This is an optimization exercise on Yosys and OpenROAD, whose aim is small area, not a production implementation.
Function was checked by simulation only, so behaviour that the tests miss may differ from the original.
No activity file was given, so power comes from the tool's default toggle rates.

==> flow/design.v (outline; a module is shown in full before it is edited, if it fits) <==
// module vga640x480: 881 lines
// module bossBattleTop: 363 lines
module bossBattleTop(clk, btnRst, btnLeft, btnRight, btnShoot,
	seg, an, vgaRed, vgaGreen, vgaBlue, Hsync, Vsync
    );
  // ...
==> flow/flow/run.sh <==
#!/bin/bash
# Layout flow: the standard flow (standard.sh, unchanged synthesis and steps), with one
# change: clock tree synthesis adds no dummy loads to balance the tree.
set -euo pipefail
export CTS_ARGS="-sink_clustering_enable -repair_clock_nets -dont_use_dummy_load"
bash standard.sh 2>&1 | tee standard.log
==> flow/standard.sh <==
#!/bin/bash
# synth_recipe.tcl (not shown) runs the flow's synth.tcl, then flattens the netlist and writes it again
# the make line also repeats each setting of config.mk as NAME=value (left out here)
make -C /OpenROAD-flow-scripts/flow DESIGN_CONFIG=/design/flow/config.mk WORK_HOME=/design/flow/orfs CLKGATE_MAP_FILE= SYNTH_SCRIPT=/design/flow/synth_recipe.tcl "${@:-finish}"
==> flow/config.mk <==
export PLATFORM = sky130hd
export DESIGN_NAME = bossBattleTop
export DESIGN_NICKNAME = bossBattleTop
export VERILOG_FILES = /design/flow/design.v
export SDC_FILE = /design/flow/constraint.sdc
export NUM_CORES = 4
export LEC_CHECK = 0
export CAP_MARGIN = 20
export CORE_MARGIN = 2
export CORE_UTILIZATION = 40
export SLEW_MARGIN = 20
==> flow/constraint.sdc <==
create_clock -name core_clock -period 10.0 [get_ports {clk}]
set_input_delay 2.0000 -clock core_clock [delete_from_list [all_inputs] [get_ports {clk}]]
set_output_delay 2.0000 -clock core_clock [all_outputs]
set_load 0.01 [all_outputs]
==> run_results.csv, run 1 <==
group,metric,value,unit
outcome,status,"no timing/DRC/antenna violations",
sta,slew_violations,0,
clock_network,clkSinkCount,179,
layout,multi_input_area_share,0.6286,
yosys,synth_area_per_cell,8.397,um^2
place,place_ws,1752,ps
layout,n_all_buffers,43,
layout,largest_reg_flops,18,
layout,clkCellAreaFrac,0.02598,
pwr,power,1.488,mW
layout,final-instance-count-excl-fill,2308,
critical_path,r2r-start,"pJ[0]",
place,hpwl,35240,um
layout,seqCellArea,0.003956,mm^2
layout,n_all_inverters,180,
critical_path,cp_cell_sequence,"inv_1 -> fa_1 -> fa_1 -> fa_1 -> fa_1 -> inv_1 -> fa_1 -> inv_1 -> fa_1 -> fa_1 -> inv_1 -> fa_1 -> ha_1 -> nand2b_1 -> o31a_1 -> a32oi_1 -> a41oi_1 -> o31a_1 -> nand4b_1 -> a211oi_1 -> clkdlybuf4s50_1",
pwr,p_sw,382.6,uW
min_path,worstHoldPathCells,0,
floorplan,die_area,0.03985,mm^2
place,gp_congestion,0.9491,
critical_path,worstPathArrival,6720,ps
yosys,post_synth_and_or_nand_nor_area_fraction,0.2355,
critical_path,crit_end,"vgaGreen[1]",
yosys,synthTopCellsByArea,"dfxtp_1 (18%), ha_1 (11%), fa_1 (9.5%), edfxtp_1 (7.1%), inv_1 (4.2%)",
critical_path,worst_setup_path_end_kind,"output port",
global_route,globalRouteMet2Util,0.3778,
==> module vga640x480, before the edit <==
module vga640x480(
	input wire clk,
	input wire dclk_en,		 
	input wire [9:0] hc,		 
	input wire hend,		 
	input wire rst,			 
	input wire display_player,
	input wire indicate1,
	input wire indicate2,
	input wire [4:0] bossHPk,	 
	input wire [2:0] bossState,	 
	input wire [5:1] bossAlive,	 
	input wire [8:0] bossProjY,	 
	input wire [5:0] playerJ,	 
	input wire [9:0] playerX,
	input wire [5:0] pq1, pq2, pq3,	 
	input wire [8:0] py1, py2, py3,	 
	input wire [1:0] gameState,
	output wire hsync,
	output wire vsync,
	output reg [2:0] red,
	output reg [2:0] green,
	output reg [1:0] blue
	);
parameter hpixels = 800;
parameter vlines = 521;
parameter hpulse = 96;
parameter vpulse = 2;
parameter vbp = 31;
parameter vfp = 511;
parameter bossHP_Y = 56;
parameter bossHP_H = 40;
parameter bossHP_X = 144 + 50;
parameter PX_PER_BLOCK = 15;
parameter EYE_PX_PER_BLOCK = 10;
parameter VICTORY_Y = 233;
parameter VICTORY_X = 179;
parameter GAMEOVER_X = 314;
parameter GAMEOVER_Y = 189;
parameter LEFT_EYE_X = 334;
parameter LEFT_EYE_Y = 151;
parameter RIGHT_EYE_X = 264+230;
parameter RIGHT_EYE_Y = 151;
parameter INDIC_W = 10;
parameter INDIC_H = 15;
parameter INDIC_Y = 231;
parameter INDIC1_1X = 254;
parameter INDIC1_2X = 664;
parameter INDIC2_1X = 144 + 30;
parameter INDIC2_2X = 464;
parameter INDIC2_3X = 783 - 30;
parameter bossX = 264;
parameter bossY = 121;
parameter bossW = 400;
parameter bossH = 110;
reg [9:0] vc;
reg [5:0] gq;
reg [3:0] gr;
always @(posedge clk)
begin
	if (rst == 1)
	begin
		vc <= 0;
		gq <= 1;
		gr <= 9;
	end
	else if (hend)
	begin
		gq <= 1;
		gr <= 9;
		if (LEc(vc, vlines - 2))
			vc <= INCr(vc);
		else
			vc <= 0;
	end
	else if (dclk_en)
	begin
		if (gr == 14) begin
			gr <= 0;
			gq <= INCr(gq);
		end
		else
			gr <= INCr(gr);
	end
end
assign hsync = GEc(hc, hpulse);
assign vsync = GEc(vc, vpulse);
function [11:0] ADDr(input [11:0] a, input [11:0] b);
	integer i;
	reg c;
	begin
		c = 1'b0;
		for (i = 0; i < 12; i = i + 1) begin
			ADDr[i] = a[i] ^ b[i] ^ c;
			c = (a[i] & b[i]) | (c & (a[i] ^ b[i]));
		end
	end
endfunction
function [11:0] SUBr(input [11:0] a, input [11:0] b);
	integer i;
	reg c;
	begin
		c = 1'b1;
		for (i = 0; i < 12; i = i + 1) begin
			SUBr[i] = a[i] ^ ~b[i] ^ c;
			c = (a[i] & ~b[i]) | (c & (a[i] ^ ~b[i]));
		end
	end
endfunction
function [11:0] INCr(input [11:0] a);
	integer i;
	reg c;
	begin
		c = 1'b1;
		for (i = 0; i < 12; i = i + 1) begin
			INCr[i] = a[i] ^ c;
			c = c & a[i];
		end
	end
endfunction
function [11:0] DECr(input [11:0] a);
	integer i;
	reg c;
	begin
		c = 1'b1;
		for (i = 0; i < 12; i = i + 1) begin
			DECr[i] = a[i] ^ c;
			c = c & ~a[i];
		end
	end
endfunction
function GEc(input [11:0] x, input [11:0] c);
	integer i;
	reg r;
	begin
		r = 1'b1;
		for (i = 0; i < 12; i = i + 1)
			r = c[i] ? (x[i] & r) : (x[i] | r);
		GEc = r;
	end
endfunction
function LEc(input [11:0] x, input [11:0] c);
	integer i;
	reg r;
	begin
		r = 1'b1;
		for (i = 0; i < 12; i = i + 1)
			r = c[i] ? (~x[i] | r) : (~x[i] & r);
		LEc = r;
	end
endfunction
wire [10:0] dv = SUBr(vc, bossProjY);		 
wire [10:0] ds = SUBr(hc, bossProjY);		 
wire [10:0] dt = ADDr(hc, bossProjY);		 
reg bvy;
reg [5:1] bcol;
always @(*) begin
	bvy = LEc(dv, 25);
	bcol = 0;
	case (bossState)
		3'd2, 3'd4: bcol = {GEc(hc, 654) && LEc(hc, 674), GEc(hc, 554) && LEc(hc, 574), GEc(hc, 454) && LEc(hc, 474),
			GEc(hc, 354) && LEc(hc, 374), GEc(hc, 254) && LEc(hc, 274)};
		3'd3, 3'd5: bcol = {1'b0, GEc(hc, 604) && LEc(hc, 624), GEc(hc, 504) && LEc(hc, 524),
			GEc(hc, 404) && LEc(hc, 424), GEc(hc, 304) && LEc(hc, 324)};
		3'd6: begin
			bcol = {3'b0, GEc(hc, 614) && LEc(hc, 714), GEc(hc, 214) && LEc(hc, 314)};
			bvy = LEc(dv, 280);
		end
		3'd7: begin
			bcol = {2'b0, GEc(hc, 683) && LEc(hc, 783), GEc(hc, 414) && LEc(hc, 514), GEc(hc, 144) && LEc(hc, 244)};
			bvy = LEc(dv, 280);
		end
		3'd1: begin
			bcol = {1'b0, GEc(dt, 685) && LEc(dt, 705), GEc(ds, 223) && LEc(ds, 243), GEc(dt, 915) && LEc(dt, 935), GEc(ds, 13) && LEc(ds, 33)};
			bvy = LEc(dv, 20);
		end
		default: ;
	endcase
end
wire bossProjDraw = bvy && |(bcol & bossAlive);
wire [5:0] dq = SUBr(gq, playerJ);
wire playerDraw = display_player && GEc(vc, 450) && LEc(vc, 480) &&
	((dq == 0 && GEc(gr, 8)) || dq == 1 || (dq == 2 && LEc(gr, 8)));
wire [9:0] dv1 = SUBr(vc, py1);
wire [9:0] dv2 = SUBr(vc, py2);
wire [9:0] dv3 = SUBr(vc, py3);
wire pcol = LEc(gr, 10);
wire pd1 = pcol && gq == pq1 && GEc(py1, 31) && LEc(dv1, 10);
wire pd2 = pcol && gq == pq2 && GEc(py2, 31) && LEc(dv2, 10);
wire pd3 = pcol && gq == pq3 && GEc(py3, 31) && LEc(dv3, 10);
wire [9:0] bossHPend = ADDr(ADDr({bossHPk, 4'b0}, {bossHPk, 2'b0}), bossHP_X);
wire dc0 = GEc(vc, vbp) && LEc(vc, (vfp) - 1);
wire dc1 = GEc(vc, LEFT_EYE_Y + (2*EYE_PX_PER_BLOCK)) && LEc(vc, LEFT_EYE_Y + (4*EYE_PX_PER_BLOCK)) && GEc(hc, LEFT_EYE_X + (5*EYE_PX_PER_BLOCK)) && LEc(hc, LEFT_EYE_X + (7*EYE_PX_PER_BLOCK));
wire dc2 = GEc(vc, LEFT_EYE_Y + EYE_PX_PER_BLOCK) && LEc(vc, LEFT_EYE_Y + (2*EYE_PX_PER_BLOCK)) && GEc(hc, LEFT_EYE_X + (5*EYE_PX_PER_BLOCK)) && LEc(hc, LEFT_EYE_X + (6*EYE_PX_PER_BLOCK));
wire dc3 = GEc(vc, LEFT_EYE_Y) && LEc(vc, LEFT_EYE_Y + EYE_PX_PER_BLOCK) && GEc(hc, LEFT_EYE_X) && LEc(hc, LEFT_EYE_X + (3*EYE_PX_PER_BLOCK));
wire dc4 = GEc(vc, LEFT_EYE_Y + EYE_PX_PER_BLOCK) && LEc(vc, LEFT_EYE_Y + (2*EYE_PX_PER_BLOCK)) && GEc(hc, LEFT_EYE_X + EYE_PX_PER_BLOCK) && LEc(hc, LEFT_EYE_X + (6*EYE_PX_PER_BLOCK));
wire dc5 = GEc(vc, LEFT_EYE_Y + (2*EYE_PX_PER_BLOCK)) && LEc(vc, LEFT_EYE_Y + (3*EYE_PX_PER_BLOCK)) && GEc(hc, LEFT_EYE_X + EYE_PX_PER_BLOCK) && LEc(hc, LEFT_EYE_X + (9*EYE_PX_PER_BLOCK));
wire dc6 = GEc(vc, LEFT_EYE_Y + (3*EYE_PX_PER_BLOCK)) && LEc(vc, LEFT_EYE_Y + (4*EYE_PX_PER_BLOCK)) && GEc(hc, LEFT_EYE_X + (2*EYE_PX_PER_BLOCK)) && LEc(hc, LEFT_EYE_X + (9*EYE_PX_PER_BLOCK));
wire dc7 = GEc(vc, LEFT_EYE_Y + (4*EYE_PX_PER_BLOCK)) && LEc(vc, LEFT_EYE_Y + (5*EYE_PX_PER_BLOCK)) && GEc(hc, LEFT_EYE_X + (3*EYE_PX_PER_BLOCK)) && LEc(hc, LEFT_EYE_X + (9*EYE_PX_PER_BLOCK));
wire dc8 = GEc(vc, LEFT_EYE_Y + (5*EYE_PX_PER_BLOCK)) && LEc(vc, LEFT_EYE_Y + (6*EYE_PX_PER_BLOCK)) && GEc(hc, LEFT_EYE_X + (4*EYE_PX_PER_BLOCK)) && LEc(hc, LEFT_EYE_X + (8*EYE_PX_PER_BLOCK));
wire dc9 = GEc(vc, LEFT_EYE_Y - (2*EYE_PX_PER_BLOCK)) && LEc(vc, LEFT_EYE_Y - EYE_PX_PER_BLOCK) && GEc(hc, LEFT_EYE_X + (3*EYE_PX_PER_BLOCK)) && LEc(hc, LEFT_EYE_X + (6*EYE_PX_PER_BLOCK));
wire dc10 = GEc(vc, LEFT_EYE_Y - EYE_PX_PER_BLOCK) && LEc(vc, LEFT_EYE_Y) && GEc(hc, LEFT_EYE_X + (5*EYE_PX_PER_BLOCK)) && LEc(hc, LEFT_EYE_X + (8*EYE_PX_PER_BLOCK));
wire dc11 = GEc(vc, LEFT_EYE_Y) && LEc(vc, LEFT_EYE_Y + EYE_PX_PER_BLOCK) && GEc(hc, LEFT_EYE_X + (7*EYE_PX_PER_BLOCK)) && LEc(hc, LEFT_EYE_X + (10*EYE_PX_PER_BLOCK));
wire dc12 = GEc(vc, RIGHT_EYE_Y + (2*EYE_PX_PER_BLOCK)) && LEc(vc, RIGHT_EYE_Y + (4*EYE_PX_PER_BLOCK)) && GEc(hc, RIGHT_EYE_X + (2*EYE_PX_PER_BLOCK)) && LEc(hc, RIGHT_EYE_X + (4*EYE_PX_PER_BLOCK));
wire dc13 = GEc(vc, RIGHT_EYE_Y + EYE_PX_PER_BLOCK) && LEc(vc, RIGHT_EYE_Y + (2*EYE_PX_PER_BLOCK)) && GEc(hc, RIGHT_EYE_X + (3*EYE_PX_PER_BLOCK)) && LEc(hc, RIGHT_EYE_X + (4*EYE_PX_PER_BLOCK));
wire dc14 = GEc(vc, RIGHT_EYE_Y) && LEc(vc, RIGHT_EYE_Y + EYE_PX_PER_BLOCK) && GEc(hc, RIGHT_EYE_X + (6*EYE_PX_PER_BLOCK)) && LEc(hc, RIGHT_EYE_X + (9*EYE_PX_PER_BLOCK));
wire dc15 = GEc(vc, RIGHT_EYE_Y + EYE_PX_PER_BLOCK) && LEc(vc, RIGHT_EYE_Y + (2*EYE_PX_PER_BLOCK)) && GEc(hc, RIGHT_EYE_X + (3*EYE_PX_PER_BLOCK)) && LEc(hc, RIGHT_EYE_X + (8*EYE_PX_PER_BLOCK));
wire dc16 = GEc(vc, RIGHT_EYE_Y + (2*EYE_PX_PER_BLOCK)) && LEc(vc, RIGHT_EYE_Y + (3*EYE_PX_PER_BLOCK)) && GEc(hc, RIGHT_EYE_X) && LEc(hc, RIGHT_EYE_X + (8*EYE_PX_PER_BLOCK));
wire dc17 = GEc(vc, RIGHT_EYE_Y + (3*EYE_PX_PER_BLOCK)) && LEc(vc, RIGHT_EYE_Y + (4*EYE_PX_PER_BLOCK)) && GEc(hc, RIGHT_EYE_X) && LEc(hc, RIGHT_EYE_X + (7*EYE_PX_PER_BLOCK));
wire dc18 = GEc(vc, RIGHT_EYE_Y + (4*EYE_PX_PER_BLOCK)) && LEc(vc, RIGHT_EYE_Y + (5*EYE_PX_PER_BLOCK)) && GEc(hc, RIGHT_EYE_X) && LEc(hc, RIGHT_EYE_X + (6*EYE_PX_PER_BLOCK));
wire dc19 = GEc(vc, RIGHT_EYE_Y + (5*EYE_PX_PER_BLOCK)) && LEc(vc, RIGHT_EYE_Y + (6*EYE_PX_PER_BLOCK)) && GEc(hc, RIGHT_EYE_X + EYE_PX_PER_BLOCK) && LEc(hc, RIGHT_EYE_X + (5*EYE_PX_PER_BLOCK));
wire dc20 = GEc(vc, RIGHT_EYE_Y - (2*EYE_PX_PER_BLOCK)) && LEc(vc, RIGHT_EYE_Y - EYE_PX_PER_BLOCK) && GEc(hc, RIGHT_EYE_X + (3*EYE_PX_PER_BLOCK)) && LEc(hc, RIGHT_EYE_X + (6*EYE_PX_PER_BLOCK));
wire dc21 = GEc(vc, RIGHT_EYE_Y - EYE_PX_PER_BLOCK) && LEc(vc, RIGHT_EYE_Y) && GEc(hc, RIGHT_EYE_X + EYE_PX_PER_BLOCK) && LEc(hc, RIGHT_EYE_X + (4*EYE_PX_PER_BLOCK));
wire dc22 = GEc(vc, RIGHT_EYE_Y) && LEc(vc, RIGHT_EYE_Y + EYE_PX_PER_BLOCK) && GEc(hc, RIGHT_EYE_X - EYE_PX_PER_BLOCK) && LEc(hc, RIGHT_EYE_X + (2*EYE_PX_PER_BLOCK));
wire dc23 = GEc(vc, bossY) && LEc(vc, bossY + bossH) && GEc(hc, bossX) && LEc(hc, bossX + bossW);
wire dc24 = GEc(vc, bossHP_Y) && LEc(vc, (bossHP_Y + bossHP_H)) && GEc(hc, bossHP_X) && LEc(hc, bossHPend);
wire dc25 = GEc(bossHPk, (18) + 1);
wire dc26 = GEc(bossHPk, (9) + 1);
wire dc27 = indicate1 && GEc(vc, INDIC_Y) && LEc(vc, INDIC_Y + INDIC_H) && ((GEc(hc, INDIC1_1X) && LEc(hc, INDIC1_1X + INDIC_W)) || (GEc(hc, INDIC1_2X) && LEc(hc, INDIC1_2X + INDIC_W)));
wire dc28 = indicate2 && GEc(vc, INDIC_Y) && LEc(vc, INDIC_Y + INDIC_H) && ((GEc(hc, INDIC2_1X) && LEc(hc, INDIC2_1X + INDIC_W)) || (GEc(hc, INDIC2_2X) && LEc(hc, INDIC2_2X + INDIC_W)) || (GEc(hc, INDIC2_3X) && LEc(hc, INDIC2_3X + INDIC_W)));
wire dc29 = GEc(vc, VICTORY_Y) && LEc(vc, VICTORY_Y + (3*PX_PER_BLOCK)) && (GEc(gq, 14) || (gq == 13 && GEc(gr, 8))) && (LEc(gq, 13) || (gq == 14 && LEc(gr, 8)));
wire dc30 = GEc(vc, VICTORY_Y) && LEc(vc, VICTORY_Y + (3*PX_PER_BLOCK)) && (GEc(gq, 18) || (gq == 17 && GEc(gr, 8))) && (LEc(gq, 17) || (gq == 18 && LEc(gr, 8)));
wire dc31 = GEc(vc, VICTORY_Y + (3*PX_PER_BLOCK)) && LEc(vc, VICTORY_Y + (4*PX_PER_BLOCK)) && (((GEc(gq, 15) || (gq == 14 && GEc(gr, 8))) && (LEc(gq, 14) || (gq == 15 && LEc(gr, 8)))) || ((GEc(gq, 17) || (gq == 16 && GEc(gr, 8))) && (LEc(gq, 16) || (gq == 17 && LEc(gr, 8)))));
wire dc32 = GEc(vc, VICTORY_Y + (4*PX_PER_BLOCK)) && LEc(vc, VICTORY_Y + (5*PX_PER_BLOCK)) && (GEc(gq, 16) || (gq == 15 && GEc(gr, 8))) && (LEc(gq, 15) || (gq == 16 && LEc(gr, 8)));
wire dc33 = GEc(vc, VICTORY_Y) && LEc(vc, VICTORY_Y + (5*PX_PER_BLOCK)) && (GEc(gq, 20) || (gq == 19 && GEc(gr, 8))) && (LEc(gq, 19) || (gq == 20 && LEc(gr, 8)));
wire dc34 = GEc(vc, VICTORY_Y) && LEc(vc, VICTORY_Y + PX_PER_BLOCK) && (GEc(gq, 22) || (gq == 21 && GEc(gr, 8))) && (LEc(gq, 24) || (gq == 25 && LEc(gr, 8)));
wire dc35 = GEc(vc, VICTORY_Y) && LEc(vc, VICTORY_Y + (5*PX_PER_BLOCK)) && (GEc(gq, 22) || (gq == 21 && GEc(gr, 8))) && (LEc(gq, 21) || (gq == 22 && LEc(gr, 8)));
wire dc36 = GEc(vc, VICTORY_Y + (4*PX_PER_BLOCK)) && LEc(vc, VICTORY_Y + (5*PX_PER_BLOCK)) && (GEc(gq, 22) || (gq == 21 && GEc(gr, 8))) && (LEc(gq, 24) || (gq == 25 && LEc(gr, 8)));
wire dc37 = GEc(vc, VICTORY_Y) && LEc(vc, VICTORY_Y + PX_PER_BLOCK) && (GEc(gq, 27) || (gq == 26 && GEc(gr, 8))) && (LEc(gq, 30) || (gq == 31 && LEc(gr, 8)));
wire dc38 = GEc(vc, VICTORY_Y) && LEc(vc, VICTORY_Y + (5*PX_PER_BLOCK)) && (GEc(gq, 29) || (gq == 28 && GEc(gr, 8))) && (LEc(gq, 28) || (gq == 29 && LEc(gr, 8)));
wire dc39 = GEc(vc, VICTORY_Y) && LEc(vc, VICTORY_Y + PX_PER_BLOCK) && (GEc(gq, 34) || (gq == 33 && GEc(gr, 8))) && (LEc(gq, 34) || (gq == 35 && LEc(gr, 8)));
wire dc40 = GEc(vc, VICTORY_Y + PX_PER_BLOCK) && LEc(vc, VICTORY_Y + (4*PX_PER_BLOCK)) && (GEc(gq, 33) || (gq == 32 && GEc(gr, 8))) && (LEc(gq, 32) || (gq == 33 && LEc(gr, 8)));
wire dc41 = GEc(vc, VICTORY_Y + PX_PER_BLOCK) && LEc(vc, VICTORY_Y + (4*PX_PER_BLOCK)) && (GEc(gq, 36) || (gq == 35 && GEc(gr, 8))) && (LEc(gq, 35) || (gq == 36 && LEc(gr, 8)));
wire dc42 = GEc(vc, VICTORY_Y + (4*PX_PER_BLOCK)) && LEc(vc, VICTORY_Y + (5*PX_PER_BLOCK)) && (GEc(gq, 34) || (gq == 33 && GEc(gr, 8))) && (LEc(gq, 34) || (gq == 35 && LEc(gr, 8)));
wire dc43 = GEc(vc, VICTORY_Y) && LEc(vc, VICTORY_Y + PX_PER_BLOCK) && (GEc(gq, 38) || (gq == 37 && GEc(gr, 8))) && (LEc(gq, 39) || (gq == 40 && LEc(gr, 8)));
wire dc44 = GEc(vc, VICTORY_Y) && LEc(vc, VICTORY_Y + (5*PX_PER_BLOCK)) && (GEc(gq, 38) || (gq == 37 && GEc(gr, 8))) && (LEc(gq, 37) || (gq == 38 && LEc(gr, 8)));
wire dc45 = GEc(vc, VICTORY_Y + (2*PX_PER_BLOCK)) && LEc(vc, VICTORY_Y + (3*PX_PER_BLOCK)) && (GEc(gq, 38) || (gq == 37 && GEc(gr, 8))) && (LEc(gq, 40) || (gq == 41 && LEc(gr, 8)));
wire dc46 = GEc(vc, VICTORY_Y + PX_PER_BLOCK) && LEc(vc, VICTORY_Y + (2*PX_PER_BLOCK)) && (GEc(gq, 41) || (gq == 40 && GEc(gr, 8))) && (LEc(gq, 40) || (gq == 41 && LEc(gr, 8)));
wire dc47 = GEc(vc, VICTORY_Y + (3*PX_PER_BLOCK)) && LEc(vc, VICTORY_Y + (4*PX_PER_BLOCK)) && (GEc(gq, 40) || (gq == 39 && GEc(gr, 8))) && (LEc(gq, 39) || (gq == 40 && LEc(gr, 8)));
wire dc48 = GEc(vc, VICTORY_Y + (4*PX_PER_BLOCK)) && LEc(vc, VICTORY_Y + (5*PX_PER_BLOCK)) && (GEc(gq, 41) || (gq == 40 && GEc(gr, 8))) && (LEc(gq, 40) || (gq == 41 && LEc(gr, 8)));
wire dc49 = GEc(vc, VICTORY_Y) && LEc(vc, VICTORY_Y + PX_PER_BLOCK) && (((GEc(gq, 43) || (gq == 42 && GEc(gr, 8))) && (LEc(gq, 42) || (gq == 43 && LEc(gr, 8)))) || ((GEc(gq, 47) || (gq == 46 && GEc(gr, 8))) && (LEc(gq, 46) || (gq == 47 && LEc(gr, 8)))));
wire dc50 = GEc(vc, VICTORY_Y + PX_PER_BLOCK) && LEc(vc, VICTORY_Y + (2*PX_PER_BLOCK)) && (((GEc(gq, 44) || (gq == 43 && GEc(gr, 8))) && (LEc(gq, 43) || (gq == 44 && LEc(gr, 8)))) || ((GEc(gq, 46) || (gq == 45 && GEc(gr, 8))) && (LEc(gq, 45) || (gq == 46 && LEc(gr, 8)))));
wire dc51 = GEc(vc, VICTORY_Y + (2*PX_PER_BLOCK)) && LEc(vc, VICTORY_Y + (5*PX_PER_BLOCK)) && (GEc(gq, 45) || (gq == 44 && GEc(gr, 8))) && (LEc(gq, 44) || (gq == 45 && LEc(gr, 8)));
wire dc52 = GEc(vc, VICTORY_Y) && LEc(vc, VICTORY_Y + (3*PX_PER_BLOCK)) && (GEc(gq, 49) || (gq == 48 && GEc(gr, 8))) && (LEc(gq, 48) || (gq == 49 && LEc(gr, 8)));
wire dc53 = GEc(vc, VICTORY_Y + (4*PX_PER_BLOCK)) && LEc(vc, VICTORY_Y + (5*PX_PER_BLOCK)) && (GEc(gq, 49) || (gq == 48 && GEc(gr, 8))) && (LEc(gq, 48) || (gq == 49 && LEc(gr, 8)));
wire dc54 = GEc(vc, GAMEOVER_Y) && LEc(vc, GAMEOVER_Y + PX_PER_BLOCK) && (GEc(gq, 24) || (gq == 23 && GEc(gr, 8))) && (LEc(gq, 25) || (gq == 26 && LEc(gr, 8)));
wire dc55 = GEc(vc, GAMEOVER_Y + PX_PER_BLOCK) && LEc(vc, GAMEOVER_Y + (4*PX_PER_BLOCK)) && (GEc(gq, 23) || (gq == 22 && GEc(gr, 8))) && (LEc(gq, 22) || (gq == 23 && LEc(gr, 8)));
wire dc56 = GEc(vc, GAMEOVER_Y + (4*PX_PER_BLOCK)) && LEc(vc, GAMEOVER_Y + (5*PX_PER_BLOCK)) && (GEc(gq, 24) || (gq == 23 && GEc(gr, 8))) && (LEc(gq, 25) || (gq == 26 && LEc(gr, 8)));
wire dc57 = GEc(vc, GAMEOVER_Y + (2*PX_PER_BLOCK)) && LEc(vc, GAMEOVER_Y + (5*PX_PER_BLOCK)) && (GEc(gq, 26) || (gq == 25 && GEc(gr, 8))) && (LEc(gq, 25) || (gq == 26 && LEc(gr, 8)));
wire dc58 = GEc(vc, GAMEOVER_Y + (2*PX_PER_BLOCK)) && LEc(vc, GAMEOVER_Y + (3*PX_PER_BLOCK)) && (GEc(gq, 25) || (gq == 24 && GEc(gr, 8))) && (LEc(gq, 24) || (gq == 25 && LEc(gr, 8)));
wire dc59 = GEc(vc, GAMEOVER_Y) && LEc(vc, GAMEOVER_Y + PX_PER_BLOCK) && (GEc(gq, 29) || (gq == 28 && GEc(gr, 8))) && (LEc(gq, 29) || (gq == 30 && LEc(gr, 8)));
wire dc60 = GEc(vc, GAMEOVER_Y + PX_PER_BLOCK) && LEc(vc, GAMEOVER_Y + (5*PX_PER_BLOCK)) && (GEc(gq, 28) || (gq == 27 && GEc(gr, 8))) && (LEc(gq, 27) || (gq == 28 && LEc(gr, 8)));
wire dc61 = GEc(vc, GAMEOVER_Y + PX_PER_BLOCK) && LEc(vc, GAMEOVER_Y + (5*PX_PER_BLOCK)) && (GEc(gq, 31) || (gq == 30 && GEc(gr, 8))) && (LEc(gq, 30) || (gq == 31 && LEc(gr, 8)));
wire dc62 = GEc(vc, GAMEOVER_Y + (2*PX_PER_BLOCK)) && LEc(vc, GAMEOVER_Y + (3*PX_PER_BLOCK)) && (GEc(gq, 29) || (gq == 28 && GEc(gr, 8))) && (LEc(gq, 29) || (gq == 30 && LEc(gr, 8)));
wire dc63 = GEc(vc, GAMEOVER_Y) && LEc(vc, GAMEOVER_Y + (5*PX_PER_BLOCK)) && (GEc(gq, 33) || (gq == 32 && GEc(gr, 8))) && (LEc(gq, 32) || (gq == 33 && LEc(gr, 8)));
wire dc64 = GEc(vc, GAMEOVER_Y + PX_PER_BLOCK) && LEc(vc, GAMEOVER_Y + (2*PX_PER_BLOCK)) && (GEc(gq, 34) || (gq == 33 && GEc(gr, 8))) && (LEc(gq, 33) || (gq == 34 && LEc(gr, 8)));
wire dc65 = GEc(vc, GAMEOVER_Y + (2*PX_PER_BLOCK)) && LEc(vc, GAMEOVER_Y + (3*PX_PER_BLOCK)) && (GEc(gq, 35) || (gq == 34 && GEc(gr, 8))) && (LEc(gq, 34) || (gq == 35 && LEc(gr, 8)));
wire dc66 = GEc(vc, GAMEOVER_Y + PX_PER_BLOCK) && LEc(vc, GAMEOVER_Y + (2*PX_PER_BLOCK)) && (GEc(gq, 36) || (gq == 35 && GEc(gr, 8))) && (LEc(gq, 35) || (gq == 36 && LEc(gr, 8)));
wire dc67 = GEc(vc, GAMEOVER_Y) && LEc(vc, GAMEOVER_Y + (5*PX_PER_BLOCK)) && (GEc(gq, 37) || (gq == 36 && GEc(gr, 8))) && (LEc(gq, 36) || (gq == 37 && LEc(gr, 8)));
wire dc68 = GEc(vc, GAMEOVER_Y) && LEc(vc, GAMEOVER_Y + PX_PER_BLOCK) && (GEc(gq, 40) || (gq == 39 && GEc(gr, 8))) && (LEc(gq, 41) || (gq == 42 && LEc(gr, 8)));
wire dc69 = GEc(vc, GAMEOVER_Y + (2*PX_PER_BLOCK)) && LEc(vc, GAMEOVER_Y + (3*PX_PER_BLOCK)) && (GEc(gq, 40) || (gq == 39 && GEc(gr, 8))) && (LEc(gq, 40) || (gq == 41 && LEc(gr, 8)));
wire dc70 = GEc(vc, GAMEOVER_Y + (4*PX_PER_BLOCK)) && LEc(vc, GAMEOVER_Y + (5*PX_PER_BLOCK)) && (GEc(gq, 40) || (gq == 39 && GEc(gr, 8))) && (LEc(gq, 41) || (gq == 42 && LEc(gr, 8)));
wire dc71 = GEc(vc, GAMEOVER_Y) && LEc(vc, GAMEOVER_Y + (5*PX_PER_BLOCK)) && (GEc(gq, 39) || (gq == 38 && GEc(gr, 8))) && (LEc(gq, 38) || (gq == 39 && LEc(gr, 8)));
wire dc72 = GEc(vc, GAMEOVER_Y + (6*PX_PER_BLOCK)) && LEc(vc, GAMEOVER_Y + (7*PX_PER_BLOCK)) && (GEc(gq, 24) || (gq == 23 && GEc(gr, 8))) && (LEc(gq, 24) || (gq == 25 && LEc(gr, 8)));
wire dc73 = GEc(vc, GAMEOVER_Y + (7*PX_PER_BLOCK)) && LEc(vc, GAMEOVER_Y + (10*PX_PER_BLOCK)) && (GEc(gq, 23) || (gq == 22 && GEc(gr, 8))) && (LEc(gq, 22) || (gq == 23 && LEc(gr, 8)));
wire dc74 = GEc(vc, GAMEOVER_Y + (7*PX_PER_BLOCK)) && LEc(vc, GAMEOVER_Y + (10*PX_PER_BLOCK)) && (GEc(gq, 26) || (gq == 25 && GEc(gr, 8))) && (LEc(gq, 25) || (gq == 26 && LEc(gr, 8)));
wire dc75 = GEc(vc, GAMEOVER_Y + (10*PX_PER_BLOCK)) && LEc(vc, GAMEOVER_Y + (11*PX_PER_BLOCK)) && (GEc(gq, 24) || (gq == 23 && GEc(gr, 8))) && (LEc(gq, 24) || (gq == 25 && LEc(gr, 8)));
wire dc76 = GEc(vc, GAMEOVER_Y + (6*PX_PER_BLOCK)) && LEc(vc, GAMEOVER_Y + (9*PX_PER_BLOCK)) && (GEc(gq, 28) || (gq == 27 && GEc(gr, 8))) && (LEc(gq, 27) || (gq == 28 && LEc(gr, 8)));
wire dc77 = GEc(vc, GAMEOVER_Y + (6*PX_PER_BLOCK)) && LEc(vc, GAMEOVER_Y + (9*PX_PER_BLOCK)) && (GEc(gq, 32) || (gq == 31 && GEc(gr, 8))) && (LEc(gq, 31) || (gq == 32 && LEc(gr, 8)));
wire dc78 = GEc(vc, GAMEOVER_Y + (9*PX_PER_BLOCK)) && LEc(vc, GAMEOVER_Y + (10*PX_PER_BLOCK)) && (GEc(gq, 29) || (gq == 28 && GEc(gr, 8))) && (LEc(gq, 28) || (gq == 29 && LEc(gr, 8)));
wire dc79 = GEc(vc, GAMEOVER_Y + (10*PX_PER_BLOCK)) && LEc(vc, GAMEOVER_Y + (11*PX_PER_BLOCK)) && (GEc(gq, 30) || (gq == 29 && GEc(gr, 8))) && (LEc(gq, 29) || (gq == 30 && LEc(gr, 8)));
wire dc80 = GEc(vc, GAMEOVER_Y + (9*PX_PER_BLOCK)) && LEc(vc, GAMEOVER_Y + (10*PX_PER_BLOCK)) && (GEc(gq, 31) || (gq == 30 && GEc(gr, 8))) && (LEc(gq, 30) || (gq == 31 && LEc(gr, 8)));
wire dc81 = GEc(vc, GAMEOVER_Y + (6*PX_PER_BLOCK)) && LEc(vc, GAMEOVER_Y + (11*PX_PER_BLOCK)) && (GEc(gq, 34) || (gq == 33 && GEc(gr, 8))) && (LEc(gq, 33) || (gq == 34 && LEc(gr, 8)));
wire dc82 = GEc(vc, GAMEOVER_Y + (6*PX_PER_BLOCK)) && LEc(vc, GAMEOVER_Y + (7*PX_PER_BLOCK)) && (GEc(gq, 35) || (gq == 34 && GEc(gr, 8))) && (LEc(gq, 36) || (gq == 37 && LEc(gr, 8)));
wire dc83 = GEc(vc, GAMEOVER_Y + (8*PX_PER_BLOCK)) && LEc(vc, GAMEOVER_Y + (9*PX_PER_BLOCK)) && (GEc(gq, 35) || (gq == 34 && GEc(gr, 8))) && (LEc(gq, 35) || (gq == 36 && LEc(gr, 8)));
wire dc84 = GEc(vc, GAMEOVER_Y + (10*PX_PER_BLOCK)) && LEc(vc, GAMEOVER_Y + (11*PX_PER_BLOCK)) && (GEc(gq, 35) || (gq == 34 && GEc(gr, 8))) && (LEc(gq, 36) || (gq == 37 && LEc(gr, 8)));
wire dc85 = GEc(vc, GAMEOVER_Y + (6*PX_PER_BLOCK)) && LEc(vc, GAMEOVER_Y + (11*PX_PER_BLOCK)) && (GEc(gq, 39) || (gq == 38 && GEc(gr, 8))) && (LEc(gq, 38) || (gq == 39 && LEc(gr, 8)));
wire dc86 = GEc(vc, GAMEOVER_Y + (6*PX_PER_BLOCK)) && LEc(vc, GAMEOVER_Y + (7*PX_PER_BLOCK)) && (GEc(gq, 40) || (gq == 39 && GEc(gr, 8))) && (LEc(gq, 40) || (gq == 41 && LEc(gr, 8)));
wire dc87 = GEc(vc, GAMEOVER_Y + (8*PX_PER_BLOCK)) && LEc(vc, GAMEOVER_Y + (9*PX_PER_BLOCK)) && (GEc(gq, 40) || (gq == 39 && GEc(gr, 8))) && (LEc(gq, 41) || (gq == 42 && LEc(gr, 8)));
wire dc88 = GEc(vc, GAMEOVER_Y + (7*PX_PER_BLOCK)) && LEc(vc, GAMEOVER_Y + (8*PX_PER_BLOCK)) && (GEc(gq, 42) || (gq == 41 && GEc(gr, 8))) && (LEc(gq, 41) || (gq == 42 && LEc(gr, 8)));
wire dc89 = GEc(vc, GAMEOVER_Y + (9*PX_PER_BLOCK)) && LEc(vc, GAMEOVER_Y + (10*PX_PER_BLOCK)) && (GEc(gq, 41) || (gq == 40 && GEc(gr, 8))) && (LEc(gq, 40) || (gq == 41 && LEc(gr, 8)));
wire dc90 = GEc(vc, GAMEOVER_Y + (10*PX_PER_BLOCK)) && LEc(vc, GAMEOVER_Y + (11*PX_PER_BLOCK)) && (GEc(gq, 42) || (gq == 41 && GEc(gr, 8))) && (LEc(gq, 41) || (gq == 42 && LEc(gr, 8)));
always @(*)
begin
	red = 3'b000;
	green = 3'b000;
	blue = 2'b00;
	if (dc0)
	begin
		if (gameState == 2'b00) begin
			if (dc1)
			begin
				red = 3'b000;
				green = 3'b000;
				blue = 2'b00;
			end
			else if (dc2)
			begin
				red = 3'b000;
				green = 3'b000;
				blue = 2'b00;
			end
			else if (dc3)
			begin
				red = 3'b111;
				green = 3'b111;
				blue = 2'b11;
			end
			else if (dc4)
			begin
				red = 3'b111;
				green = 3'b111;
				blue = 2'b11;
			end
			else if (dc5)
			begin
				red = 3'b111;
				green = 3'b111;
				blue = 2'b11;
			end
			else if (dc6)
			begin
				red = 3'b111;
				green = 3'b111;
				blue = 2'b11;
			end
			else if (dc7)
			begin
				red = 3'b111;
				green = 3'b111;
				blue = 2'b11;
			end
			else if (dc8)
			begin
				red = 3'b111;
				green = 3'b111;
				blue = 2'b11;
			end
			else if (dc9)
			begin
				red = 3'b000;
				green = 3'b000;
				blue = 2'b00;
			end
			else if (dc10)
			begin
				red = 3'b000;
				green = 3'b000;
				blue = 2'b00;
			end
			else if (dc11)
			begin
				red = 3'b000;
				green = 3'b000;
				blue = 2'b00;
			end
			else if (dc12)
			begin
				red = 3'b000;
				green = 3'b000;
				blue = 2'b00;
			end
			else if (dc13)
			begin
				red = 3'b000;
				green = 3'b000;
				blue = 2'b00;
			end
			else if (dc14)
			begin
				red = 3'b111;
				green = 3'b111;
				blue = 2'b11;
			end
			else if (dc15)
			begin
				red = 3'b111;
				green = 3'b111;
				blue = 2'b11;
			end
			else if (dc16)
			begin
				red = 3'b111;
				green = 3'b111;
				blue = 2'b11;
			end
			else if (dc17)
			begin
				red = 3'b111;
				green = 3'b111;
				blue = 2'b11;
			end
			else if (dc18)
			begin
				red = 3'b111;
				green = 3'b111;
				blue = 2'b11;
			end
			else if (dc19)
			begin
				red = 3'b111;
				green = 3'b111;
				blue = 2'b11;
			end
			else if (dc20)
			begin
				red = 3'b000;
				green = 3'b000;
				blue = 2'b00;
			end
			else if (dc21)
			begin
				red = 3'b000;
				green = 3'b000;
				blue = 2'b00;
			end
			else if (dc22)
			begin
				red = 3'b000;
				green = 3'b000;
				blue = 2'b00;
			end
			else if (dc23)
			begin
				red = 3'b111;
				green = 3'b000;
				blue = 2'b00;
			end
			else if (dc24)
			begin
				if (dc25) begin
					red = 3'b000;
					green = 3'b111;
					blue = 2'b00;
				end
				else if (dc26) begin
					red = 3'b111;
					green = 3'b111;
					blue = 2'b00;
				end
				else begin
					red = 3'b111;
					green = 3'b000;
					blue = 2'b00;
				end
			end
			else if (dc27)
			begin
				red = 3'b111;
				green = 3'b111;
				blue = 2'b00;
			end
			else if (dc28)
			begin
				red = 3'b111;
				green = 3'b111;
				blue = 2'b00;
			end
			else if (bossProjDraw)
			begin
				red = 3'b111;
				green = 3'b000;
				blue = 2'b11;
			end
			else if (playerDraw)
			begin
				red = 3'b000;
				green = 3'b000;
				blue = 2'b11;
			end
			else if (pd1 || pd2 || pd3)
			begin
				red = 3'b000;
				green = 3'b111;
				blue = 2'b11;
			end
			else
			begin
				red = 0;
				green = 0;
				blue = 0;
			end
		end
		else if (gameState == 2'b01) begin
			if (dc29)
			begin
				red = 3'b000;
				green = 3'b111;
				blue = 2'b00;
			end
			else if (dc30)
			begin
				red = 3'b000;
				green = 3'b111;
				blue = 2'b00;
			end
			else if (dc31)
			begin
				red = 3'b000;
				green = 3'b111;
				blue = 2'b00;
			end
			else if (dc32)
			begin
				red = 3'b000;
				green = 3'b111;
				blue = 2'b00;
			end
			else if (dc33)
			begin
				red = 3'b000;
				green = 3'b111;
				blue = 2'b00;
			end
			else if (dc34)
			begin
				red = 3'b000;
				green = 3'b111;
				blue = 2'b00;
			end
			else if (dc35)
			begin
				red = 3'b000;
				green = 3'b111;
				blue = 2'b00;
			end
			else if (dc36)
			begin
				red = 3'b000;
				green = 3'b111;
				blue = 2'b00;
			end
			else if (dc37)
			begin
				red = 3'b000;
				green = 3'b111;
				blue = 2'b00;
			end
			else if (dc38)
			begin
				red = 3'b000;
				green = 3'b111;
				blue = 2'b00;
			end
			else if (dc39)
			begin
				red = 3'b000;
				green = 3'b111;
				blue = 2'b00;
			end
			else if (dc40)
			begin
				red = 3'b000;
				green = 3'b111;
				blue = 2'b00;
			end
			else if (dc41)
			begin
				red = 3'b000;
				green = 3'b111;
				blue = 2'b00;
			end
			else if (dc42)
			begin
				red = 3'b000;
				green = 3'b111;
				blue = 2'b00;
			end
			else if (dc43)
			begin
				red = 3'b000;
				green = 3'b111;
				blue = 2'b00;
			end
			else if (dc44)
			begin
				red = 3'b000;
				green = 3'b111;
				blue = 2'b00;
			end
			else if (dc45)
			begin
				red = 3'b000;
				green = 3'b111;
				blue = 2'b00;
			end
			else if (dc46)
			begin
				red = 3'b000;
				green = 3'b111;
				blue = 2'b00;
			end
			else if (dc47)
			begin
				red = 3'b000;
				green = 3'b111;
				blue = 2'b00;
			end
			else if (dc48)
			begin
				red = 3'b000;
				green = 3'b111;
				blue = 2'b00;
			end
			else if (dc49)
			begin
				red = 3'b000;
				green = 3'b111;
				blue = 2'b00;
			end
			else if (dc50)
			begin
				red = 3'b000;
				green = 3'b111;
				blue = 2'b00;
			end
			else if (dc51)
			begin
				red = 3'b000;
				green = 3'b111;
				blue = 2'b00;
			end
			else if (dc52)
			begin
				red = 3'b000;
				green = 3'b111;
				blue = 2'b00;
			end
            else if (dc53)
            begin
                red = 3'b000;
                green = 3'b111;
                blue = 2'b00;
            end
			else
			begin
				red = 0;
				green = 0;
				blue = 0;
			end
		end
		else if (gameState == 2'b10)
		begin
			if (dc54)
			begin
				red = 3'b111;
				green = 3'b111;
				blue = 2'b11;
			end
			else if (dc55)
			begin
				red = 3'b111;
				green = 3'b111;
				blue = 2'b11;
			end
			else if (dc56)
			begin
				red = 3'b111;
				green = 3'b111;
				blue = 2'b11;
			end
			else if (dc57)
			begin
				red = 3'b111;
				green = 3'b111;
				blue = 2'b11;
			end
			else if (dc58)
			begin
				red = 3'b111;
				green = 3'b111;
				blue = 2'b11;
			end
			else if (dc59)
			begin
				red = 3'b111;
				green = 3'b111;
				blue = 2'b11;
			end
			else if (dc60)
			begin
				red = 3'b111;
				green = 3'b111;
				blue = 2'b11;
			end
			else if (dc61)
			begin
				red = 3'b111;
				green = 3'b111;
				blue = 2'b11;
			end
			else if (dc62)
			begin
				red = 3'b111;
				green = 3'b111;
				blue = 2'b11;
			end
			else if (dc63)
			begin
				red = 3'b111;
				green = 3'b111;
				blue = 2'b11;
			end
			else if (dc64)
			begin
				red = 3'b111;
				green = 3'b111;
				blue = 2'b11;
			end
			else if (dc65)
			begin
				red = 3'b111;
				green = 3'b111;
				blue = 2'b11;
			end
			else if (dc66)
			begin
				red = 3'b111;
				green = 3'b111;
				blue = 2'b11;
			end
			else if (dc67)
			begin
				red = 3'b111;
				green = 3'b111;
				blue = 2'b11;
			end
			else if (dc68)
			begin
				red = 3'b111;
				green = 3'b111;
				blue = 2'b11;
			end
			else if (dc69)
			begin
				red = 3'b111;
				green = 3'b111;
				blue = 2'b11;
			end
			else if (dc70)
			begin
				red = 3'b111;
				green = 3'b111;
				blue = 2'b11;
			end
			else if (dc71)
			begin
				red = 3'b111;
				green = 3'b111;
				blue = 2'b11;
			end
			else if (dc72)
			begin
				red = 3'b111;
				green = 3'b111;
				blue = 2'b11;
			end
			else if (dc73)
			begin
				red = 3'b111;
				green = 3'b111;
				blue = 2'b11;
			end
			else if (dc74)
			begin
				red = 3'b111;
				green = 3'b111;
				blue = 2'b11;
			end
			else if (dc75)
			begin
				red = 3'b111;
				green = 3'b111;
				blue = 2'b11;
			end
			else if (dc76)
			begin
				red = 3'b111;
				green = 3'b111;
				blue = 2'b11;
			end
			else if (dc77)
			begin
				red = 3'b111;
				green = 3'b111;
				blue = 2'b11;
			end
			else if (dc78)
			begin
				red = 3'b111;
				green = 3'b111;
				blue = 2'b11;
			end
			else if (dc79)
			begin
				red = 3'b111;
				green = 3'b111;
				blue = 2'b11;
			end
			else if (dc80)
			begin
				red = 3'b111;
				green = 3'b111;
				blue = 2'b11;
			end
			else if (dc81)
			begin
				red = 3'b111;
				green = 3'b111;
				blue = 2'b11;
			end
			else if (dc82)
			begin
				red = 3'b111;
				green = 3'b111;
				blue = 2'b11;
			end
			else if (dc83)
			begin
				red = 3'b111;
				green = 3'b111;
				blue = 2'b11;
			end
			else if (dc84)
			begin
				red = 3'b111;
				green = 3'b111;
				blue = 2'b11;
			end
			else if (dc85)
			begin
				red = 3'b111;
				green = 3'b111;
				blue = 2'b11;
			end
			else if (dc86)
			begin
				red = 3'b111;
				green = 3'b111;
				blue = 2'b11;
			end
			else if (dc87)
			begin
				red = 3'b111;
				green = 3'b111;
				blue = 2'b11;
			end
			else if (dc88)
			begin
				red = 3'b111;
				green = 3'b111;
				blue = 2'b11;
			end
			else if (dc89)
			begin
				red = 3'b111;
				green = 3'b111;
				blue = 2'b11;
			end
			else if (dc90)
			begin
				red = 3'b111;
				green = 3'b111;
				blue = 2'b11;
			end
			else
			begin
				red = 0;
				green = 0;
				blue = 0;
			end
		end
	end
	else
	begin
		red = 0;
		green = 0;
		blue = 0;
	end
end
endmodule
==> module bossBattleTop, before the edit <==
module bossBattleTop(clk, btnRst, btnLeft, btnRight, btnShoot,
	seg, an, vgaRed, vgaGreen, vgaBlue, Hsync, Vsync
    );
	input clk, btnRst, btnLeft, btnRight, btnShoot;
	output reg [7:0] seg;
	output [3:0] an;
	output [2:0] vgaRed, vgaGreen;
	output [1:0] vgaBlue;
	output Hsync, Vsync;
	function [11:0] ADDr(input [11:0] a, input [11:0] b);
		integer i;
		reg c;
		begin
			c = 1'b0;
			for (i = 0; i < 12; i = i + 1) begin
				ADDr[i] = a[i] ^ b[i] ^ c;
				c = (a[i] & b[i]) | (c & (a[i] ^ b[i]));
			end
		end
	endfunction
	function [11:0] SUBr(input [11:0] a, input [11:0] b);
		integer i;
		reg c;
		begin
			c = 1'b1;
			for (i = 0; i < 12; i = i + 1) begin
				SUBr[i] = a[i] ^ ~b[i] ^ c;
				c = (a[i] & ~b[i]) | (c & (a[i] ^ ~b[i]));
			end
		end
	endfunction
	function [11:0] INCr(input [11:0] a);
		integer i;
		reg c;
		begin
			c = 1'b1;
			for (i = 0; i < 12; i = i + 1) begin
				INCr[i] = a[i] ^ c;
				c = c & a[i];
			end
		end
	endfunction
	function [11:0] DECr(input [11:0] a);
		integer i;
		reg c;
		begin
			c = 1'b1;
			for (i = 0; i < 12; i = i + 1) begin
				DECr[i] = a[i] ^ c;
				c = c & ~a[i];
			end
		end
	endfunction
	function GEc(input [11:0] x, input [11:0] c);
		integer i;
		reg r;
		begin
			r = 1'b1;
			for (i = 0; i < 12; i = i + 1)
				r = c[i] ? (x[i] & r) : (x[i] | r);
			GEc = r;
		end
	endfunction
	function LEc(input [11:0] x, input [11:0] c);
		integer i;
		reg r;
		begin
			r = 1'b1;
			for (i = 0; i < 12; i = i + 1)
				r = c[i] ? (~x[i] | r) : (~x[i] & r);
			LEc = r;
		end
	endfunction
	reg [1:0] arst_ff;
	wire rst = arst_ff[0];
	always @ (posedge clk or posedge btnRst)
		if (btnRst)
			arst_ff <= 2'b11;
		else
			arst_ff <= {1'b0, arst_ff[1]};
	reg first;
	always @(posedge clk)
		first <= rst;
	reg [11:0] u;
	reg [8:0] a;
	reg [1:0] b4;
	reg [4:0] b30;
	reg [4:0] d;
	reg [5:0] e;
	wire c0 = u[1:0] == 2'd2;				 
	wire c1 = u[1:0] == 2'd3;
	wire c2 = u[1:0] == 2'd0;
	wire c3 = u[1:0] == 2'd1;
	wire uend = u == 12'd3199;
	wire a0 = a == 9'b000000000;
	wire a2 = a == 9'b000000011;
	wire a100 = a == 9'b100100101;
	wire a200 = a == 9'b111010100;
	wire a300 = a == 9'b110100111;
	wire a400 = a == 9'b101010000;
	wire aend = a == 9'b000100001;				 
	wire b30_0 = b30 == 5'b00000;
	wire b30_20 = b30 == 5'b11011;
	wire b30_29 = b30 == 5'b11000;
	wire d0 = d == 5'b00000;
	wire d10 = d == 5'b10001;
	wire d16 = d == 5'b10111;
	wire d19 = d == 5'b11101;
	wire e0 = e == 6'b000000;
	wire b30end = aend && b30_29;
	always @(posedge clk) begin
		if (rst) begin
			u <= 12'd2; a <= 0; b4 <= 0; b30 <= 0; d <= 0; e <= 0;
		end
		else begin
			u <= uend ? 12'd0 : INCr(u);
			a <= aend ? 9'd0 : {a[7:0], ~(a[8] ^ a[4])};
			if (c3)
				e <= {e[4:0], e[5] ^ e[4] ^ (e[4:0] == 5'b00000)};
			if (aend) begin
				b4 <= {b4[0], ~b4[1]};
				b30 <= b30_29 ? 5'd0 : {b30[3:0], ~(b30[4] ^ b30[2])};
			end
			if (b30end)
				d <= d19 ? 5'd0 : {d[3:0], ~(d[4] ^ d[2])};
		end
	end
	wire t500 = a0;						 
	wire pulse_playerProj = t500 && !first;			 
	wire pulse_bossProj =					 
		(b4 == 2'b00 && (a0 || a400)) ||
		(b4 == 2'b01 && a300) ||
		(b4 == 2'b11 && a200) ||
		(b4 == 2'b10 && a100);
	wire pulse_immune = t500 && b30_0;			 
	wire phi0 = pulse_immune && d0;
	wire pulse_cycleStep = phi0 && !first;			 
	wire phi150000 = pulse_immune && d10;			 
	wire phi250002 = a2 && b30_20 && d16;			 
	wire en_vga = c1;					 
	wire en_display = aend && b4 == 2'b01;			 
	wire deb_en = c0 && e0 && !first;			 
	wire deb_out = c2 && e0;				 
	reg [2:0] stepL, stepR, stepS;
	always @(posedge clk)
		if (rst) begin
			stepL <= 0; stepR <= 0; stepS <= 0;
		end
		else if (deb_en) begin
			stepL <= {btnLeft, stepL[2:1]};
			stepR <= {btnRight, stepR[2:1]};
			stepS <= {btnShoot, stepS[2:1]};
		end
	wire mvLeft = deb_out && !stepL[0] && stepL[1];
	wire mvRight = deb_out && !stepR[0] && stepR[1];
	wire shoot = deb_out && !stepS[0] && stepS[1];
	reg [5:0] pJ;
	reg [1:0] playerHP;
	reg immune;
	reg [17:0] itimer;	 
	reg playerHit;
	always @(posedge clk)
		if (rst) begin
			pJ <= 6'd31;
			playerHP <= 2'd3;
			immune <= 0;
		end
		else begin
			if (immune) begin
				if (itimer == 18'h08d32)
					immune <= 0;
			end
			else if (playerHit && playerHP != 0) begin
				playerHP <= DECr(playerHP);
				immune <= 1;
			end
			if (mvLeft && pJ != 6'd11)
				pJ <= DECr(pJ);
			else if (mvRight && pJ != 6'd51)
				pJ <= INCr(pJ);
		end
	always @(posedge clk)
		if (!immune && playerHit && playerHP != 0)
			itimer <= 18'd1;
		else
			itimer <= {itimer[16:0], itimer[17] ^ itimer[10]};
	wire [9:0] playerX = SUBr(SUBr({pJ, 4'b0}, pJ), 16);
	reg display_player;
	always @(posedge clk)
		if (immune) begin
			if (pulse_immune)
				display_player <= ~display_player;
		end
		else
			display_player <= 1;
	reg [5:0] pq1, pq2, pq3;
	reg [8:0] py1, py2, py3;
	reg bossHit;
	reg [1:0] bossCollided;
	always @(posedge clk) begin
		if (rst) begin
			pq1 <= 0; pq2 <= 0; pq3 <= 0;
		end
		else if (shoot) begin
			if (pq1 == 0) begin
				pq1 <= INCr(pJ); py1 <= 9'd420;
			end
			else if (pq2 == 0) begin
				pq2 <= INCr(pJ); py2 <= 9'd420;
			end
			else if (pq3 == 0) begin
				pq3 <= INCr(pJ); py3 <= 9'd420;
			end
		end
		if (pulse_playerProj) begin
			pq1 <= (pq1 == 0 || LEc(py1, 9'd30)) ? 6'd0 : pq1;
			pq2 <= (pq2 == 0 || LEc(py2, 9'd30)) ? 6'd0 : pq2;
			pq3 <= (pq3 == 0 || LEc(py3, 9'd30)) ? 6'd0 : pq3;
			py1 <= DECr(py1);
			py2 <= DECr(py2);
			py3 <= DECr(py3);
		end
		if (bossHit) begin
			case (bossCollided)
				2'd1: pq1 <= 0;
				2'd2: pq2 <= 0;
				2'd3: pq3 <= 0;
				default: ;
			endcase
		end
	end
	wire bh1 = LEc(py1, (9'd231) - 1) && GEc(pq1, 6'd19) && LEc(pq1, 6'd45);
	wire bh2 = LEc(py2, (9'd231) - 1) && GEc(pq2, 6'd19) && LEc(pq2, 6'd45);
	wire bh3 = LEc(py3, (9'd231) - 1) && GEc(pq3, 6'd19) && LEc(pq3, 6'd45);
	always @(posedge clk) begin
		bossHit <= bh1 || bh2 || bh3;
		bossCollided <= bh1 ? 2'd1 : bh2 ? 2'd2 : 2'd3;
	end
	reg [4:0] bossHPk;
	reg [2:0] bst;
	reg bwait;
	reg bossShoot;
	always @(posedge clk)
		if (rst) begin
			bossHPk <= 5'd27;
			bst <= 0;
			bwait <= 0;
			bossShoot <= 0;
		end
		else begin
			if (bossHit)
				bossHPk <= GEc(bossHPk, 2) ? DECr(bossHPk) : 5'd0;
			bossShoot <= (pulse_cycleStep && (bst == 3'd1 || bst == 3'd2 || bst == 3'd3 || bst == 3'd4 || bst == 3'd7)) ||
				(bwait && phi150000);
			if (bwait && phi150000)
				bwait <= 0;
			else if (pulse_cycleStep && (bst == 3'd5 || bst == 3'd6))
				bwait <= 1;
			if (pulse_cycleStep)
				bst <= (bst == 3'd7) ? 3'd1 : INCr(bst);
		end
	wire indicate1 = bwait && bst == 3'd6;
	wire indicate2 = bwait && bst == 3'd7;
	wire beamState = bst == 3'd6 || bst == 3'd7;
	reg [5:1] bossAlive;
	reg [8:0] bossProjY;
	wire projHit = playerHit;
	reg [2:0] projCollided;
	always @(posedge clk)
		if (rst || (beamState && phi250002))
			bossAlive <= 0;
		else if (bossShoot) begin
			bossProjY <= 9'd231;
			case (bst)
				3'd2, 3'd4: bossAlive <= 5'b11111;
				3'd6: bossAlive <= 5'b00011;
				3'd7: bossAlive <= 5'b00111;
				default: bossAlive <= 5'b01111;
			endcase
		end
		else if (pulse_bossProj && !beamState) begin
			bossProjY <= INCr(bossProjY);
			if (bossProjY == 9'd511)
				bossAlive <= 0;
		end
		else if (projHit && !beamState) begin
			case (projCollided)
				3'd1: bossAlive[1] <= 0;
				3'd2: bossAlive[2] <= 0;
				3'd3: bossAlive[3] <= 0;
				3'd4: bossAlive[4] <= 0;
				3'd5: bossAlive[5] <= 0;
				default: ;
			endcase
		end
	wire [10:0] cm = SUBr(playerX, bossProjY);	 
	wire [10:0] cp = ADDr(playerX, bossProjY);	 
	reg [5:1] ccol;
	reg yhit;
	always @(*) begin
		ccol = 0;
		yhit = GEc(bossProjY, 9'd426) && LEc(bossProjY, 9'd486);
		case (bst)
			3'd2, 3'd4: ccol = {GEc(pJ, 43) && LEc(pJ, 45), GEc(pJ, 37) && LEc(pJ, 39), GEc(pJ, 30) && LEc(pJ, 32),
				GEc(pJ, 23) && LEc(pJ, 25), GEc(pJ, 17) && LEc(pJ, 19)};
			3'd3, 3'd5: ccol = {1'b0, GEc(pJ, 40) && LEc(pJ, 42), GEc(pJ, 33) && LEc(pJ, 35),
				GEc(pJ, 27) && LEc(pJ, 29), GEc(pJ, 20) && LEc(pJ, 22)};
			3'd6: begin
				ccol = {3'b0, GEc(pJ, 41) && LEc(pJ, 48), GEc(pJ, 14) && LEc(pJ, 21)};
				yhit = GEc(bossProjY, 9'd171) && LEc(bossProjY, 9'd231);
			end
			3'd7: begin
				ccol = {2'b0, GEc(pJ, 45) && LEc(pJ, 51), GEc(pJ, 27) && LEc(pJ, 35), GEc(pJ, 11) && LEc(pJ, 17)};
				yhit = GEc(bossProjY, 9'd171) && LEc(bossProjY, 9'd231);
			end
			3'd1: begin
				ccol = {1'b0, GEc(cp, 656) && LEc(cp, 704), GEc(cm, 194) && LEc(cm, 242),
					GEc(cp, 886) && LEc(cp, 934), LEc(cm, 32) || GEc(cm, 11'h7f0)};
				yhit = GEc(bossProjY, 9'd431) && LEc(bossProjY, 9'd491);
			end
			default: ;
		endcase
	end
	wire [5:1] ph = (yhit ? ccol : 5'b0) & bossAlive;
	always @(posedge clk) begin
		playerHit <= |ph;
		projCollided <= ph[1] ? 3'd1 : ph[2] ? 3'd2 : ph[3] ? 3'd3 : ph[4] ? 3'd4 : 3'd5;
	end
	reg [1:0] gameState;
	always @(posedge clk)
		if (rst)
			gameState <= 2'b00;
		else if (bossHPk == 0)
			gameState <= 2'b01;
		else if (playerHP == 0)
			gameState <= 2'b10;
		else
			gameState <= 2'b00;
	reg [1:0] digit;
	always @(posedge clk)
		if (rst)
			digit <= 0;
		else if (en_display)
			digit <= {digit[0], ~digit[1]};
	assign an = {digit != 2'b00, digit != 2'b01, digit != 2'b11, digit != 2'b10};
	always @(*)
		if (digit != 2'b10)
			seg = 8'b11111111;
		else
			case (playerHP)
				2'd0: seg = 8'b11000000;
				2'd1: seg = 8'b11111001;
				2'd2: seg = 8'b10100100;
				default: seg = 8'b10110000;
			endcase
	vga640x480 vgaController(
		.clk(clk), .dclk_en(en_vga), .hc(u[11:2]), .hend(uend), .rst(rst), .display_player(display_player),
		.indicate1(indicate1), .indicate2(indicate2), .bossHPk(bossHPk),
		.bossState(bst), .bossAlive(bossAlive), .bossProjY(bossProjY),
		.playerJ(pJ), .playerX(playerX), .pq1(pq1), .pq2(pq2), .pq3(pq3),
		.py1(py1), .py2(py2), .py3(py3), .gameState(gameState),
		.hsync(Hsync), .vsync(Vsync), .red(vgaRed), .green(vgaGreen), .blue(vgaBlue));
endmodule
==> inputs of run 2 (changes only) <==
--- a/flow/design.v
+++ b/flow/design.v
@@ -165,11 +165,11 @@
 			GEc(hc, 404) && LEc(hc, 424), GEc(hc, 304) && LEc(hc, 324)};
 		3'd6: begin
 			bcol = {3'b0, GEc(hc, 614) && LEc(hc, 714), GEc(hc, 214) && LEc(hc, 314)};
-			bvy = LEc(dv, 280);
+			bvy = GEc(vc, 231) && LEc(vc, 511);	 
 		end
 		3'd7: begin
 			bcol = {2'b0, GEc(hc, 683) && LEc(hc, 783), GEc(hc, 414) && LEc(hc, 514), GEc(hc, 144) && LEc(hc, 244)};
-			bvy = LEc(dv, 280);
+			bvy = GEc(vc, 231) && LEc(vc, 511);	 
 		end
 		3'd1: begin
 			bcol = {1'b0, GEc(dt, 685) && LEc(dt, 705), GEc(ds, 223) && LEc(ds, 243), GEc(dt, 915) && LEc(dt, 935), GEc(ds, 13) && LEc(ds, 33)};
@@ -1190,11 +1190,11 @@
 				GEc(pJ, 27) && LEc(pJ, 29), GEc(pJ, 20) && LEc(pJ, 22)};
 			3'd6: begin
 				ccol = {3'b0, GEc(pJ, 41) && LEc(pJ, 48), GEc(pJ, 14) && LEc(pJ, 21)};
-				yhit = GEc(bossProjY, 9'd171) && LEc(bossProjY, 9'd231);
+				yhit = 1'b1;	 
 			end
 			3'd7: begin
 				ccol = {2'b0, GEc(pJ, 45) && LEc(pJ, 51), GEc(pJ, 27) && LEc(pJ, 35), GEc(pJ, 11) && LEc(pJ, 17)};
-				yhit = GEc(bossProjY, 9'd171) && LEc(bossProjY, 9'd231);
+				yhit = 1'b1;	 
 			end
 			3'd1: begin
 				ccol = {1'b0, GEc(cp, 656) && LEc(cp, 704), GEc(cm, 194) && LEc(cm, 242),
==> run_results.csv, run 2 <==
group,metric,value,unit
global_route,grt_start_max_net_pins,65,
route,wire_per_inst,19.10,um
layout,area_growth,6.586,%
yosys,async_flop_share,0.01117,
route,first_pass_iters,5,
yosys,synth.most_common_cell,"nor2_1",
yosys,synth_nets,2054,
critical_path,worstPathArrival,7010,ps
yosys,synth.largest_area_cell,"dfxtp_1",
layout,final_cell_mix,"nor2_1 (163), inv_1 (160), nand2_1 (149)",
clock_network,clk_latency,430,ps
clock_network,clock_path_buffers,2,
floorplan,rows,72,
pwr,power,1.459,mW
sta,fin_crit_sh,0.9005,
critical_path,worst_setup_path_end_kind,"output port",
place,gp_congestion,0.9972,
sta,slew_violations,0,
layout,layout-drive-gt1-share,0.05072,
clock_network,clk_pin_slew,70,ps
layout,nFillCells,3837,
place,io_buffers,25,
pwr,power_frac_clock,0.375,
pwr,ir_drop,0.1037,mV
pwr,p_comb_frac,0.094,
yosys,synth.yosys.seq_area_share,0.2558,
sta,slew_headroom,0.2479,
yosys,yosysTopAreaCellShare,0.1825,
critical_path,critPathKind,"reg2out",
yosys,synth_seq_cells,179,
global_route,grt_pass1_vias,13030,
layout,antenna_cells,0,
global_route,grt_antenna_before_repair,1,
floorplan,initial_utilization,0.4030,
floorplan,die_w,200.6,um
floorplan,num_io_pins,27,
floorplan,coreArea,0.03838,mm^2
route,ant_nets,0,
sta,layout_min_cycle_time,9005,ps
yosys,synth_area_per_cell,8.373,um^2
yosys,yosysUniqueCellTypes,101,
critical_path,cp.required,8000,ps
layout,final_common_cell,"nor2_1",
yosys,synthTopCellsByArea,"dfxtp_1 (18%), ha_1 (10%), fa_1 (9.4%), edfxtp_1 (7.0%), nor2_1 (4.0%)",
yosys,netlist_instances,1847,
critical_path,critPathLaunchType,"flip-flop",
clock_network,h-tree-depth,4,
global_route,grt_pass1_wl,71840,um
yosys,ys.flop_type,"dfxtp_1",
pwr,p_per_area,88.52,mW/mm^2
place,hpwl,33430,um
layout,stdcell_area,0.01648,mm^2
sta,fmax,111.0,MHz
sta,hold_viol_final,0,
route,drt_iter0_drc,1300,
sta,skew,19.74,ps
sta,rsz0062_at_grt,"no",
layout,multiInputGateArea,0.01039,mm^2
sta,final-setup-viol-count,0,
min_path,hp-class,"reg2reg",
clock_network,cts_tree,"yes",
outcome,status,"no timing/DRC/antenna violations",
place,placed_area,0.01606,mm^2
clock_network,cts_hold_buf,0,
run,cap_violations,0,
route,vias_per_cell,5.886,
clock_network,cts-buffers-inserted,17,
layout,largest_reg_flops,18,
pwr,p_sw,357.8,uW
yosys,synthTopCellsByCount,"nor2_1 (163), inv_1 (160), nand2_1 (149)",
route,num_vias,13730,
route,drc,0,
clock_network,clkSinkCount,179,
layout,seqCellArea,0.003956,mm^2
sta,max_slew.worst_pin.slew,1126,ps
pwr,internal_power,1.101,mW
floorplan,fp.dieH,200.6,um
floorplan,die_area,0.04025,mm^2
global_route,overflow,0,
sta,fin_tns_setup,0,ps
layout,finalCoreUtilization,0.4295,
yosys,synth_edf_count,36,
yosys,synth-warning-count,2,
clock_network,cts_setup_buffers,0,
global_route,grt.total_usage,0.2203,
layout,top_register,"itimer",
clock_network,cts_root_buffer,"clkbuf_16",
pwr,switching_share,0.2452,
pwr,p_seq_frac,0.531,
layout,largest_registers,"itimer (18), u (12), vgaController.vc (10)",
critical_path,crit_fanout,18,
layout,nNetsFinal,2023,
clock_network,cts_resized,0,
route,wl,44540,um
pwr,leakage,6.518,nW
yosys,netlist_area,0.01546,mm^2
[run 2: changes by cell type after synthesis, sizes merged, moves of 9 or more]
cell,delta
buf,+16
a22oi,+9
o22ai,+9
nor3,+12
nor2b,+10
inv,-10
and3,+10
nand4,+15
a21oi,+12
nand2,+9
[run 2: routing by layer]
layer	vias up	GRT usage	part of all wire
met2	619	0.3501	0.45
li1	6519	-	-
met1	6487	0.3110	0.45
met5	-	0	0
met4	0	0.07751	0.029
met3	101	0.02354	0.071
[run 2: final cells by class]
cell class	count	share of cell area
multi-input combinational	1401	0.6303
sequential	179	0.2400
clock buffer	17	0.02581
inverter	167	0.03803
timing repair buffer	50	0.02657
tap	518	0.03932
[run 2: through the flow]
step           instances  hold slack (ps)  worst slack, ps
2_1_floorplan       1847            345.2             2148
4_1_cts             2332            360.2            966.3
3_3_place_gp        2315            347.3             1629
6_report            2332            359.5            994.7
3_5_place_dp        2315            349.8             1435
5_1_grt             2332            361.1            470.2
[run 2: cell families after synthesis]
| family | count (synthesis) | share of synthesized area |
|---|---|---|
| buffers and inverters | 267 | 0.07314 |
| AOI/OAI and AO/OA | 397 | 0.1751 |
| muxes | 40 | 0.02654 |
| other | 2 | 0.0004856 |
| DFF | 179 | 0.2558 |
| and+or+nand+nor | 713 | 0.2432 |
| adders and majority gates | 205 | 0.2008 |
| xor gates and xnor gates | 44 | 0.02492 |
[run 2: path summary, 6_finish.rpt]
kind | from | end | slack, ps | cells after the start
min reg2reg | arst_ff[1] | arst_ff[0] | 360 | 0
max | u[3] | vgaRed[0] | 990 | 21
min in group asynchronous | btnRst | arst_ff[1] | 1880 | 2
max reg2reg | pJ[0] | playerHit | 4000 | 22
max in group asynchronous | btnRst | arst_ff[0] | 8100 | 2
min | arst_ff[1] | arst_ff[0] | 360 | 0
[run 2: power by group through the flow]
stage | logic, mW | clock network, mW | registers, mW
CTS | 0.138 | 0.563 | 0.775
floorplan | 0.106 | 0 | 0.780
finish | 0.138 | 0.546 | 0.775
global placement | 0.134 | 0 | 0.790
detailed placement | 0.136 | 0 | 0.791
global route | 0.155 | 0.591 | 0.778
[run 2: worst max-delay path: stages (launching register included)]
cell	delay [ps]
dfxtp_1	790
inv_2	120
fa_1	460
fa_1	390
fa_1	400
fa_1	370
inv_1	70
fa_1	150
inv_1	50
fa_1	370
fa_1	370
inv_1	80
fa_1	200
ha_1	150
nand2b_1	100
o31a_1	290
nor4_1	300
o41a_1	260
o31ai_4	100
a221o_1	370
a2111oi_1	550
clkdlybuf4s50_1	640

[afterwards: timing with drivers on the ports]
How much do the figures lean on ideal ports? The routed layouts below were timed once more, with nothing changed but the port constraints.
Step 1: set_driving_cell puts a clkbuf_16 on clk and a buf_2 on each other input, an assumption about the parent block.
Step 2 times the ports against the registers' clock, not the clock port: input delays grow and output delays shrink by t, the midpoint of the rising clock arrivals with the driver on.
a / b / c = no drivers / after step 1 / after step 2; a / b = the first two.
| run | shift t [ns] | setup WS [ns] |
|---|---|---|
| run 1 | 0.497 | 1.279 / 1.226 / 1.723 |
| run 2 | 0.472 | 0.995 / 0.946 / 1.418 |
After both steps setup and hold are still met in every run listed.
